Context: an optimization exercise on an open-source flow, tuned for small area and a short achievable clock period. The choices shown serve that exercise and are no tape-out recipe.
Only simulation tests tie the RTL to the original design; equivalence was not proved.

File: flow/run.sh
#!/bin/bash
# synth_recipe.tcl (not shown) runs the flow's synth.tcl, then flattens the netlist and writes it again
# the make line also repeats each setting of config.mk as NAME=value (left out here)
make -C /OpenROAD-flow-scripts/flow DESIGN_CONFIG=/design/flow/config.mk WORK_HOME=/design/flow/orfs CLKGATE_MAP_FILE= SYNTH_SCRIPT=/design/flow/synth_recipe.tcl finish
File: flow/config.mk
export PLATFORM = sky130hd
export DESIGN_NAME = OE_Sort
export DESIGN_NICKNAME = OE_Sort
export VERILOG_FILES = /design/flow/design.v
export SDC_FILE = /design/flow/constraint.sdc
export NUM_CORES = 4
export LEC_CHECK = 0
export ABC_AREA = 1
export CAP_MARGIN = 20
export CORE_MARGIN = 2
export CORE_UTILIZATION = 40
export SLEW_MARGIN = 20
File: flow/constraint.sdc
create_clock -name core_clock -period 2.5 [get_ports {clk}]
set_input_delay 0.5000 -clock core_clock [delete_from_list [all_inputs] [get_ports {clk}]]
set_output_delay 0.5000 -clock core_clock [all_outputs]
set_load 0.01 [all_outputs]
File: flow/design.v
module Compare_and_Swap #(
    parameter BIT_WIDTH = 8
    )
(
    input  [BIT_WIDTH-1:0] a,
    input  [BIT_WIDTH-1:0] b,
    output [BIT_WIDTH-1:0] big,
    output [BIT_WIDTH-1:0] sme
 );
wire [7:0] g0 = b & ~a;
wire [7:0] l0 = a & ~b;
wire [3:0] g1, l1;
wire [1:0] g2, l2;
genvar k;
generate
  for (k = 0; k < 4; k = k + 1) begin : t1
    assign g1[k] = g0[2*k+1] | (~l0[2*k+1] & g0[2*k]);
    assign l1[k] = l0[2*k+1] | (~g0[2*k+1] & l0[2*k]);
  end
  for (k = 0; k < 2; k = k + 1) begin : t2
    assign g2[k] = g1[2*k+1] | (~l1[2*k+1] & g1[2*k]);
    assign l2[k] = l1[2*k+1] | (~g1[2*k+1] & l1[2*k]);
  end
endgenerate
wire a_lt_b = g2[1] | (~l2[1] & g2[0]);
assign big = a_lt_b ? b : a;
assign sme = a_lt_b ? a : b;
endmodule
module OE_Sort #(
    parameter BIT_WIDTH = 8,
    parameter N = 16
    )
(
    input clk,
    input rst,
    input in_valid,
    input [BIT_WIDTH*N-1:0] list,
    output out_valid,
    output [BIT_WIDTH*N-1:0] sorted_list
    );
reg [4:0] valid_pipe;
always @(posedge clk)
    if (rst) valid_pipe <= 5'b0;
    else valid_pipe <= {valid_pipe[3:0], in_valid};
assign out_valid = valid_pipe[4];
wire [7:0] l1_0, l1_13;
Compare_and_Swap #(.BIT_WIDTH(8)) cs_1_0_13 (.a(list[7:0]), .b(list[111:104]), .big(l1_0), .sme(l1_13));
wire [7:0] l1_1, l1_12;
Compare_and_Swap #(.BIT_WIDTH(8)) cs_1_1_12 (.a(list[15:8]), .b(list[103:96]), .big(l1_1), .sme(l1_12));
wire [7:0] l1_2, l1_15;
Compare_and_Swap #(.BIT_WIDTH(8)) cs_1_2_15 (.a(list[23:16]), .b(list[127:120]), .big(l1_2), .sme(l1_15));
wire [7:0] l1_3, l1_14;
Compare_and_Swap #(.BIT_WIDTH(8)) cs_1_3_14 (.a(list[31:24]), .b(list[119:112]), .big(l1_3), .sme(l1_14));
wire [7:0] l1_4, l1_8;
Compare_and_Swap #(.BIT_WIDTH(8)) cs_1_4_8 (.a(list[39:32]), .b(list[71:64]), .big(l1_4), .sme(l1_8));
wire [7:0] l1_5, l1_6;
Compare_and_Swap #(.BIT_WIDTH(8)) cs_1_5_6 (.a(list[47:40]), .b(list[55:48]), .big(l1_5), .sme(l1_6));
wire [7:0] l1_7, l1_11;
Compare_and_Swap #(.BIT_WIDTH(8)) cs_1_7_11 (.a(list[63:56]), .b(list[95:88]), .big(l1_7), .sme(l1_11));
wire [7:0] l1_9, l1_10;
Compare_and_Swap #(.BIT_WIDTH(8)) cs_1_9_10 (.a(list[79:72]), .b(list[87:80]), .big(l1_9), .sme(l1_10));
reg [7:0] r1_0;
always @(posedge clk) r1_0 <= l1_0;
reg [7:0] r1_1;
always @(posedge clk) r1_1 <= l1_1;
reg [7:0] r1_2;
always @(posedge clk) r1_2 <= l1_2;
reg [7:0] r1_3;
always @(posedge clk) r1_3 <= l1_3;
reg [7:0] r1_4;
always @(posedge clk) r1_4 <= l1_4;
reg [7:0] r1_5;
always @(posedge clk) r1_5 <= l1_5;
reg [7:0] r1_6;
always @(posedge clk) r1_6 <= l1_6;
reg [7:0] r1_7;
always @(posedge clk) r1_7 <= l1_7;
reg [7:0] r1_8;
always @(posedge clk) r1_8 <= l1_8;
reg [7:0] r1_9;
always @(posedge clk) r1_9 <= l1_9;
reg [7:0] r1_10;
always @(posedge clk) r1_10 <= l1_10;
reg [7:0] r1_11;
always @(posedge clk) r1_11 <= l1_11;
reg [7:0] r1_12;
always @(posedge clk) r1_12 <= l1_12;
reg [7:0] r1_13;
always @(posedge clk) r1_13 <= l1_13;
reg [7:0] r1_14;
always @(posedge clk) r1_14 <= l1_14;
reg [7:0] r1_15;
always @(posedge clk) r1_15 <= l1_15;
wire [7:0] l2_0, l2_5;
Compare_and_Swap #(.BIT_WIDTH(8)) cs_2_0_5 (.a(r1_0), .b(r1_5), .big(l2_0), .sme(l2_5));
wire [7:0] l2_1, l2_7;
Compare_and_Swap #(.BIT_WIDTH(8)) cs_2_1_7 (.a(r1_1), .b(r1_7), .big(l2_1), .sme(l2_7));
wire [7:0] l2_2, l2_9;
Compare_and_Swap #(.BIT_WIDTH(8)) cs_2_2_9 (.a(r1_2), .b(r1_9), .big(l2_2), .sme(l2_9));
wire [7:0] l2_3, l2_4;
Compare_and_Swap #(.BIT_WIDTH(8)) cs_2_3_4 (.a(r1_3), .b(r1_4), .big(l2_3), .sme(l2_4));
wire [7:0] l2_6, l2_13;
Compare_and_Swap #(.BIT_WIDTH(8)) cs_2_6_13 (.a(r1_6), .b(r1_13), .big(l2_6), .sme(l2_13));
wire [7:0] l2_8, l2_14;
Compare_and_Swap #(.BIT_WIDTH(8)) cs_2_8_14 (.a(r1_8), .b(r1_14), .big(l2_8), .sme(l2_14));
wire [7:0] l2_10, l2_15;
Compare_and_Swap #(.BIT_WIDTH(8)) cs_2_10_15 (.a(r1_10), .b(r1_15), .big(l2_10), .sme(l2_15));
wire [7:0] l2_11, l2_12;
Compare_and_Swap #(.BIT_WIDTH(8)) cs_2_11_12 (.a(r1_11), .b(r1_12), .big(l2_11), .sme(l2_12));
wire [7:0] l3_0, l3_1;
Compare_and_Swap #(.BIT_WIDTH(8)) cs_3_0_1 (.a(l2_0), .b(l2_1), .big(l3_0), .sme(l3_1));
wire [7:0] l3_2, l3_3;
Compare_and_Swap #(.BIT_WIDTH(8)) cs_3_2_3 (.a(l2_2), .b(l2_3), .big(l3_2), .sme(l3_3));
wire [7:0] l3_4, l3_5;
Compare_and_Swap #(.BIT_WIDTH(8)) cs_3_4_5 (.a(l2_4), .b(l2_5), .big(l3_4), .sme(l3_5));
wire [7:0] l3_6, l3_8;
Compare_and_Swap #(.BIT_WIDTH(8)) cs_3_6_8 (.a(l2_6), .b(l2_8), .big(l3_6), .sme(l3_8));
wire [7:0] l3_7, l3_9;
Compare_and_Swap #(.BIT_WIDTH(8)) cs_3_7_9 (.a(l2_7), .b(l2_9), .big(l3_7), .sme(l3_9));
wire [7:0] l3_10, l3_11;
Compare_and_Swap #(.BIT_WIDTH(8)) cs_3_10_11 (.a(l2_10), .b(l2_11), .big(l3_10), .sme(l3_11));
wire [7:0] l3_12, l3_13;
Compare_and_Swap #(.BIT_WIDTH(8)) cs_3_12_13 (.a(l2_12), .b(l2_13), .big(l3_12), .sme(l3_13));
wire [7:0] l3_14, l3_15;
Compare_and_Swap #(.BIT_WIDTH(8)) cs_3_14_15 (.a(l2_14), .b(l2_15), .big(l3_14), .sme(l3_15));
reg [7:0] r3_0;
always @(posedge clk) r3_0 <= l3_0;
reg [7:0] r3_1;
always @(posedge clk) r3_1 <= l3_1;
reg [7:0] r3_2;
always @(posedge clk) r3_2 <= l3_2;
reg [7:0] r3_3;
always @(posedge clk) r3_3 <= l3_3;
reg [7:0] r3_4;
always @(posedge clk) r3_4 <= l3_4;
reg [7:0] r3_5;
always @(posedge clk) r3_5 <= l3_5;
reg [7:0] r3_6;
always @(posedge clk) r3_6 <= l3_6;
reg [7:0] r3_7;
always @(posedge clk) r3_7 <= l3_7;
reg [7:0] r3_8;
always @(posedge clk) r3_8 <= l3_8;
reg [7:0] r3_9;
always @(posedge clk) r3_9 <= l3_9;
reg [7:0] r3_10;
always @(posedge clk) r3_10 <= l3_10;
reg [7:0] r3_11;
always @(posedge clk) r3_11 <= l3_11;
reg [7:0] r3_12;
always @(posedge clk) r3_12 <= l3_12;
reg [7:0] r3_13;
always @(posedge clk) r3_13 <= l3_13;
reg [7:0] r3_14;
always @(posedge clk) r3_14 <= l3_14;
reg [7:0] r3_15;
always @(posedge clk) r3_15 <= l3_15;
wire [7:0] l4_0, l4_2;
Compare_and_Swap #(.BIT_WIDTH(8)) cs_4_0_2 (.a(r3_0), .b(r3_2), .big(l4_0), .sme(l4_2));
wire [7:0] l4_1, l4_3;
Compare_and_Swap #(.BIT_WIDTH(8)) cs_4_1_3 (.a(r3_1), .b(r3_3), .big(l4_1), .sme(l4_3));
wire [7:0] l4_4, l4_10;
Compare_and_Swap #(.BIT_WIDTH(8)) cs_4_4_10 (.a(r3_4), .b(r3_10), .big(l4_4), .sme(l4_10));
wire [7:0] l4_5, l4_11;
Compare_and_Swap #(.BIT_WIDTH(8)) cs_4_5_11 (.a(r3_5), .b(r3_11), .big(l4_5), .sme(l4_11));
wire [7:0] l4_6, l4_7;
Compare_and_Swap #(.BIT_WIDTH(8)) cs_4_6_7 (.a(r3_6), .b(r3_7), .big(l4_6), .sme(l4_7));
wire [7:0] l4_8, l4_9;
Compare_and_Swap #(.BIT_WIDTH(8)) cs_4_8_9 (.a(r3_8), .b(r3_9), .big(l4_8), .sme(l4_9));
wire [7:0] l4_12, l4_14;
Compare_and_Swap #(.BIT_WIDTH(8)) cs_4_12_14 (.a(r3_12), .b(r3_14), .big(l4_12), .sme(l4_14));
wire [7:0] l4_13, l4_15;
Compare_and_Swap #(.BIT_WIDTH(8)) cs_4_13_15 (.a(r3_13), .b(r3_15), .big(l4_13), .sme(l4_15));
wire [7:0] l5_1, l5_2;
Compare_and_Swap #(.BIT_WIDTH(8)) cs_5_1_2 (.a(l4_1), .b(l4_2), .big(l5_1), .sme(l5_2));
wire [7:0] l5_3, l5_12;
Compare_and_Swap #(.BIT_WIDTH(8)) cs_5_3_12 (.a(l4_3), .b(l4_12), .big(l5_3), .sme(l5_12));
wire [7:0] l5_4, l5_6;
Compare_and_Swap #(.BIT_WIDTH(8)) cs_5_4_6 (.a(l4_4), .b(l4_6), .big(l5_4), .sme(l5_6));
wire [7:0] l5_5, l5_7;
Compare_and_Swap #(.BIT_WIDTH(8)) cs_5_5_7 (.a(l4_5), .b(l4_7), .big(l5_5), .sme(l5_7));
wire [7:0] l5_8, l5_10;
Compare_and_Swap #(.BIT_WIDTH(8)) cs_5_8_10 (.a(l4_8), .b(l4_10), .big(l5_8), .sme(l5_10));
wire [7:0] l5_9, l5_11;
Compare_and_Swap #(.BIT_WIDTH(8)) cs_5_9_11 (.a(l4_9), .b(l4_11), .big(l5_9), .sme(l5_11));
wire [7:0] l5_13, l5_14;
Compare_and_Swap #(.BIT_WIDTH(8)) cs_5_13_14 (.a(l4_13), .b(l4_14), .big(l5_13), .sme(l5_14));
reg [7:0] r5_0;
always @(posedge clk) r5_0 <= l4_0;
reg [7:0] r5_1;
always @(posedge clk) r5_1 <= l5_1;
reg [7:0] r5_2;
always @(posedge clk) r5_2 <= l5_2;
reg [7:0] r5_3;
always @(posedge clk) r5_3 <= l5_3;
reg [7:0] r5_4;
always @(posedge clk) r5_4 <= l5_4;
reg [7:0] r5_5;
always @(posedge clk) r5_5 <= l5_5;
reg [7:0] r5_6;
always @(posedge clk) r5_6 <= l5_6;
reg [7:0] r5_7;
always @(posedge clk) r5_7 <= l5_7;
reg [7:0] r5_8;
always @(posedge clk) r5_8 <= l5_8;
reg [7:0] r5_9;
always @(posedge clk) r5_9 <= l5_9;
reg [7:0] r5_10;
always @(posedge clk) r5_10 <= l5_10;
reg [7:0] r5_11;
always @(posedge clk) r5_11 <= l5_11;
reg [7:0] r5_12;
always @(posedge clk) r5_12 <= l5_12;
reg [7:0] r5_13;
always @(posedge clk) r5_13 <= l5_13;
reg [7:0] r5_14;
always @(posedge clk) r5_14 <= l5_14;
reg [7:0] r5_15;
always @(posedge clk) r5_15 <= l4_15;
wire [7:0] l6_1, l6_4;
Compare_and_Swap #(.BIT_WIDTH(8)) cs_6_1_4 (.a(r5_1), .b(r5_4), .big(l6_1), .sme(l6_4));
wire [7:0] l6_2, l6_6;
Compare_and_Swap #(.BIT_WIDTH(8)) cs_6_2_6 (.a(r5_2), .b(r5_6), .big(l6_2), .sme(l6_6));
wire [7:0] l6_5, l6_8;
Compare_and_Swap #(.BIT_WIDTH(8)) cs_6_5_8 (.a(r5_5), .b(r5_8), .big(l6_5), .sme(l6_8));
wire [7:0] l6_7, l6_10;
Compare_and_Swap #(.BIT_WIDTH(8)) cs_6_7_10 (.a(r5_7), .b(r5_10), .big(l6_7), .sme(l6_10));
wire [7:0] l6_9, l6_13;
Compare_and_Swap #(.BIT_WIDTH(8)) cs_6_9_13 (.a(r5_9), .b(r5_13), .big(l6_9), .sme(l6_13));
wire [7:0] l6_11, l6_14;
Compare_and_Swap #(.BIT_WIDTH(8)) cs_6_11_14 (.a(r5_11), .b(r5_14), .big(l6_11), .sme(l6_14));
wire [7:0] l7_2, l7_4;
Compare_and_Swap #(.BIT_WIDTH(8)) cs_7_2_4 (.a(l6_2), .b(l6_4), .big(l7_2), .sme(l7_4));
wire [7:0] l7_3, l7_6;
Compare_and_Swap #(.BIT_WIDTH(8)) cs_7_3_6 (.a(r5_3), .b(l6_6), .big(l7_3), .sme(l7_6));
wire [7:0] l7_9, l7_12;
Compare_and_Swap #(.BIT_WIDTH(8)) cs_7_9_12 (.a(l6_9), .b(r5_12), .big(l7_9), .sme(l7_12));
wire [7:0] l7_11, l7_13;
Compare_and_Swap #(.BIT_WIDTH(8)) cs_7_11_13 (.a(l6_11), .b(l6_13), .big(l7_11), .sme(l7_13));
reg [7:0] r7_0;
always @(posedge clk) r7_0 <= r5_0;
reg [7:0] r7_1;
always @(posedge clk) r7_1 <= l6_1;
reg [7:0] r7_2;
always @(posedge clk) r7_2 <= l7_2;
reg [7:0] r7_3;
always @(posedge clk) r7_3 <= l7_3;
reg [7:0] r7_4;
always @(posedge clk) r7_4 <= l7_4;
reg [7:0] r7_5;
always @(posedge clk) r7_5 <= l6_5;
reg [7:0] r7_6;
always @(posedge clk) r7_6 <= l7_6;
reg [7:0] r7_7;
always @(posedge clk) r7_7 <= l6_7;
reg [7:0] r7_8;
always @(posedge clk) r7_8 <= l6_8;
reg [7:0] r7_9;
always @(posedge clk) r7_9 <= l7_9;
reg [7:0] r7_10;
always @(posedge clk) r7_10 <= l6_10;
reg [7:0] r7_11;
always @(posedge clk) r7_11 <= l7_11;
reg [7:0] r7_12;
always @(posedge clk) r7_12 <= l7_12;
reg [7:0] r7_13;
always @(posedge clk) r7_13 <= l7_13;
reg [7:0] r7_14;
always @(posedge clk) r7_14 <= l6_14;
reg [7:0] r7_15;
always @(posedge clk) r7_15 <= r5_15;
wire [7:0] l8_3, l8_5;
Compare_and_Swap #(.BIT_WIDTH(8)) cs_8_3_5 (.a(r7_3), .b(r7_5), .big(l8_3), .sme(l8_5));
wire [7:0] l8_6, l8_8;
Compare_and_Swap #(.BIT_WIDTH(8)) cs_8_6_8 (.a(r7_6), .b(r7_8), .big(l8_6), .sme(l8_8));
wire [7:0] l8_7, l8_9;
Compare_and_Swap #(.BIT_WIDTH(8)) cs_8_7_9 (.a(r7_7), .b(r7_9), .big(l8_7), .sme(l8_9));
wire [7:0] l8_10, l8_12;
Compare_and_Swap #(.BIT_WIDTH(8)) cs_8_10_12 (.a(r7_10), .b(r7_12), .big(l8_10), .sme(l8_12));
wire [7:0] l9_3, l9_4;
Compare_and_Swap #(.BIT_WIDTH(8)) cs_9_3_4 (.a(l8_3), .b(r7_4), .big(l9_3), .sme(l9_4));
wire [7:0] l9_5, l9_6;
Compare_and_Swap #(.BIT_WIDTH(8)) cs_9_5_6 (.a(l8_5), .b(l8_6), .big(l9_5), .sme(l9_6));
wire [7:0] l9_7, l9_8;
Compare_and_Swap #(.BIT_WIDTH(8)) cs_9_7_8 (.a(l8_7), .b(l8_8), .big(l9_7), .sme(l9_8));
wire [7:0] l9_9, l9_10;
Compare_and_Swap #(.BIT_WIDTH(8)) cs_9_9_10 (.a(l8_9), .b(l8_10), .big(l9_9), .sme(l9_10));
wire [7:0] l9_11, l9_12;
Compare_and_Swap #(.BIT_WIDTH(8)) cs_9_11_12 (.a(r7_11), .b(l8_12), .big(l9_11), .sme(l9_12));
reg [7:0] r9_0;
always @(posedge clk) r9_0 <= r7_0;
reg [7:0] r9_1;
always @(posedge clk) r9_1 <= r7_1;
reg [7:0] r9_2;
always @(posedge clk) r9_2 <= r7_2;
reg [7:0] r9_3;
always @(posedge clk) r9_3 <= l9_3;
reg [7:0] r9_4;
always @(posedge clk) r9_4 <= l9_4;
reg [7:0] r9_5;
always @(posedge clk) r9_5 <= l9_5;
reg [7:0] r9_6;
always @(posedge clk) r9_6 <= l9_6;
reg [7:0] r9_7;
always @(posedge clk) r9_7 <= l9_7;
reg [7:0] r9_8;
always @(posedge clk) r9_8 <= l9_8;
reg [7:0] r9_9;
always @(posedge clk) r9_9 <= l9_9;
reg [7:0] r9_10;
always @(posedge clk) r9_10 <= l9_10;
reg [7:0] r9_11;
always @(posedge clk) r9_11 <= l9_11;
reg [7:0] r9_12;
always @(posedge clk) r9_12 <= l9_12;
reg [7:0] r9_13;
always @(posedge clk) r9_13 <= r7_13;
reg [7:0] r9_14;
always @(posedge clk) r9_14 <= r7_14;
reg [7:0] r9_15;
always @(posedge clk) r9_15 <= r7_15;
wire [7:0] l10_6, l10_7;
Compare_and_Swap #(.BIT_WIDTH(8)) cs_10_6_7 (.a(r9_6), .b(r9_7), .big(l10_6), .sme(l10_7));
wire [7:0] l10_8, l10_9;
Compare_and_Swap #(.BIT_WIDTH(8)) cs_10_8_9 (.a(r9_8), .b(r9_9), .big(l10_8), .sme(l10_9));
assign sorted_list[7:0] = r9_0;
assign sorted_list[15:8] = r9_1;
assign sorted_list[23:16] = r9_2;
assign sorted_list[31:24] = r9_3;
assign sorted_list[39:32] = r9_4;
assign sorted_list[47:40] = r9_5;
assign sorted_list[55:48] = l10_6;
assign sorted_list[63:56] = l10_7;
assign sorted_list[71:64] = l10_8;
assign sorted_list[79:72] = l10_9;
assign sorted_list[87:80] = r9_10;
assign sorted_list[95:88] = r9_11;
assign sorted_list[103:96] = r9_12;
assign sorted_list[111:104] = r9_13;
assign sorted_list[119:112] = r9_14;
assign sorted_list[127:120] = r9_15;
endmodule
==> summary.txt <==
Flow run
  – Max Cap Violations: 0

Yosys
  – Top cells by area, synth: dfxtp_1 (35%), nand2_1 (26%), nand3_1 (11%), inv_1 (8.4%), o21ai_0 (3.6%)
  – Post-synth top area share: 0.353
  – Top FF cell, synth: dfxtp_1
  – Cells after Synth: between 6000 and 7000
  – Synth unique cells: 43
  – Yosys warning total: 1
  – Mean Syn Cell Area: roughly 6.1 um^2
  – EDFF count, synth: 0
  – Asr flop ratio synth: 0
  – Most common cell in the netlist: nand2_1
  – Syn Nets: 6149
  – Top cells by count, synth: nand2_1 (2570), inv_1 (819), nand3_1 (789)
  – Syn Std Cell Area: approximately 37000 um^2
  – #FFs+latches synth: between 600 and 700
  – Leading area contributor after synthesis: dfxtp_1
  – Sequential-to-total area share from yosys stat: 0.353

Setup path
  – Critical path endpoint category: output pin
  – Arr. time, crit path: roughly 2.4 ns
  – Crit-path max FO: 6
  – Startpoint Class: flop
  – Reg2reg path depth: 18
  – Setup CP Type: flop to output pin
  – R2r endpoint: r3_7[3]$_DFF_P_
  – Crit path required time: around 2.0 ns
  – Reg2Reg Setup Slack: approximately 0.060 ns
  – Origin of the critical flop-to-flop path: r1_7[7]$_DFF_P_

Global routing
  – Gr ovfl total: 0
  – First-pass GRT wire length: 171000 um
  – Vias in the first global route: approximately 33000
  – Largest net degree at the start of global routing: 29
  – Initial antenna violation count: 0
  – Total GRT Usage: 0.225

Timing
  – Hold Vio Cnt, Final: 0
  – Hold WS: about 0.32 ns
  – Final worst-path cycle share: 1.15
  – Setup-failing EPs final: 26
  – Actual slew at the worst max-slew pin: approximately 0.63 ns
  – Max frequency: 349 MHz
  – Worst slew margin: 0.581
  – Max-slew violations: 0
  – RSZ-0062 raised after global routing: true
  – Final min period: 2.86 ns
  – Worst setup margin: -0.364 ns
  – Clock Skew: approximately 0.028 ns

Clocking
  – Clock Tree Buf Depth: 3
  – CTS tree: yes
  – Clock sinks: between 600 and 700
  – Skew-Pair Late Insertion Delay: between 0.6 and 0.7 ns
  – Clock-pin slew on the worst setup and hold paths: roughly 0.06 ns
  – # hold bufs at CTS: 0
  – CTS buffer count: 72
  – CTS Root Cell: clkbuf_16
  – H-tree Lvls: 3

Placed design
  – Placed cell areas: around 42000 um^2
  – HPWL Detailed: about 87000 um
  – Placer Congestion: 0.918
  – IO buf count: around 260
  – Post-placement cell count: about 7500

Hold path
  – Hold_sp: r7_14[5]$_DFF_P_
  – Hold Path Class: flop to flop
  – Worst Hold Endpoint: r9_14[5]$_DFF_P_
  – Worst Hold Path Cells: 0

Cells and area
  – P&R area growth vs syn: 26.3%
  – Final non-filler cell total: roughly 8000
  – Design area: roughly 46000 um^2
  – Footprint of the multi-input gates: 20300 um^2
  – Final Util: 0.512
  – Layout Nets: approximately 6700
  – Fill cells: roughly 9200
  – FF+latch area: roughly 13000 um^2
  – Diode count: 0
  – Layout cells sized above 1: 0.150

Die
  – Initial core utilization: 0.405
  – Die H: 306 um
  – Row count: 110
  – Die X: about 300 um
  – I/O pin count: 260
  – Die area: around 94000 um^2
  – CORE AREA: 90300 um^2

Route
  – Total number of vias: 37371
  – Drt via density: ~4.8
  – Drt first pass iters: 6
  – Routed Antenna Nets: 0
  – Residual DRC count: 0
  – Final Routed Wirelength: 109000 um
  – WL/cell: between 10 and 15 um
  – Initial DRC count: roughly 2400

Outcome
  – Status: finished with violations
  – Failed Checks: setup timing
==> worst max path at each step <==
stage,start,end,cells after the start
floorplan,r3_6[5]$_DFF_P_,r5_4[2]$_DFF_P_,16
global placement,list[23],r1_15[5]$_DFF_P_,10
detailed placement,list[23],r1_15[5]$_DFF_P_,10
CTS,r9_9[5]$_DFF_P_,sorted_list[65],11
global route,r9_9[2]$_DFF_P_,sorted_list[74],12
finish,r9_9[2]$_DFF_P_,sorted_list[74],12
==> repair_timing <==
action                     CTS  global route
gates cloned                 3            16
setup endpoints to repair   30           414
gates resized for setup    209           344
buffers inserted            19            79
pin swaps                    9            80
==> final cells by class <==
| type | instances | area share |
|---|---|---|
| Inverter | 843 | 0.0687 |
| Clock inverter | 43 | 0.0109 |
| Sequential cell | 645 | 0.281 |
| Tap cell | 1176 | 0.0318 |
| Timing Repair Buffer | 649 | 0.125 |
| Clock buffer | 89 | 0.0435 |
| Multi-Input combinational cell | 4340 | 0.439 |
==> worst max-delay path, cell delays in order, from the launching register on <==
cell and delay, ns:
dfxtp_1 0.37, inv_1 0.08, o211ai_1 0.08, o2111ai_1 0.13, o211ai_1 0.13, nand2_1 0.07, o211ai_1 0.16, buf_4 0.20
buf_6 0.11, buf_6 0.12, nand2_2 0.05, o21ai_1 0.08, buf_2 0.15
==> cells in the final DEF (no fill, tap or decap), types with 32 or more instances in the layout <==
cell type / n
a21oi_1: 91
a21oi_2: 32
buf_4: 330
buf_6: 35
clkbuf_16: 75
clkdlybuf4s50_1: 229
dfxtp_1: 585
dfxtp_2: 58
inv_1: 804
inv_2: 37
nand2_1: 2475
nand2_2: 120
nand2_4: 55
nand3_1: 777
nand4_1: 40
nor2_1: 190
o21ai_0: 230
o21ai_1: 67
o21ai_2: 36
==> logic make-up after synthesis <==
group           Yosys count  synth area share
compound gates          573            0.0871
buf+inv                1048             0.125
flops                   645             0.353
mux                       5           0.00137
simple gates           3747             0.433
==> stage by stage <==
stage          setup WS (ns)  setup TNS, ns
2_1_floorplan          0.491              0
3_3_place_gp          -0.108         -0.145
3_5_place_dp         -0.0484         -0.121
4_1_cts               -0.321          -5.43
5_1_grt               -0.521          -9.86
6_report              -0.364          -5.05
==> per-layer routing <==
layer  part of all wire  vias to the layer above  track usage
li1                   -                    19837            -
met5                  0                        -            0
met2               0.48                      887        0.390
met3              0.044                      145       0.0260
met1               0.44                    16502        0.284
met4              0.036                        0       0.0869

-- separate check: timing with driven ports --
How much do the figures lean on ideal ports? The routed layout below was timed once more, with nothing changed but the port constraints.
Step 1 sets driving cells, clkbuf_16 on the clock port and buf_2 on the other inputs (assumed; they add their load-dependent delay and slew).
Step 2 times the ports against the registers' clock, not the clock port: input delays grow and output delays shrink by t, the midpoint of the rising clock arrivals with the driver on.
Three values: ideal ports, drivers, drivers and shift; two values: the first two.
t, ns: 0.694
slack for setup (ns): -0.364 / -0.435 / -0.012
worst hold slack (ns): 0.317 / 0.317 / 0.317
worst setup path after step 2: input to register
worst data-port slew with drivers (ns): 0.06
For this run, drivers alone change the setup slack by -0.071 ns; drivers and shift together by +0.352 ns.
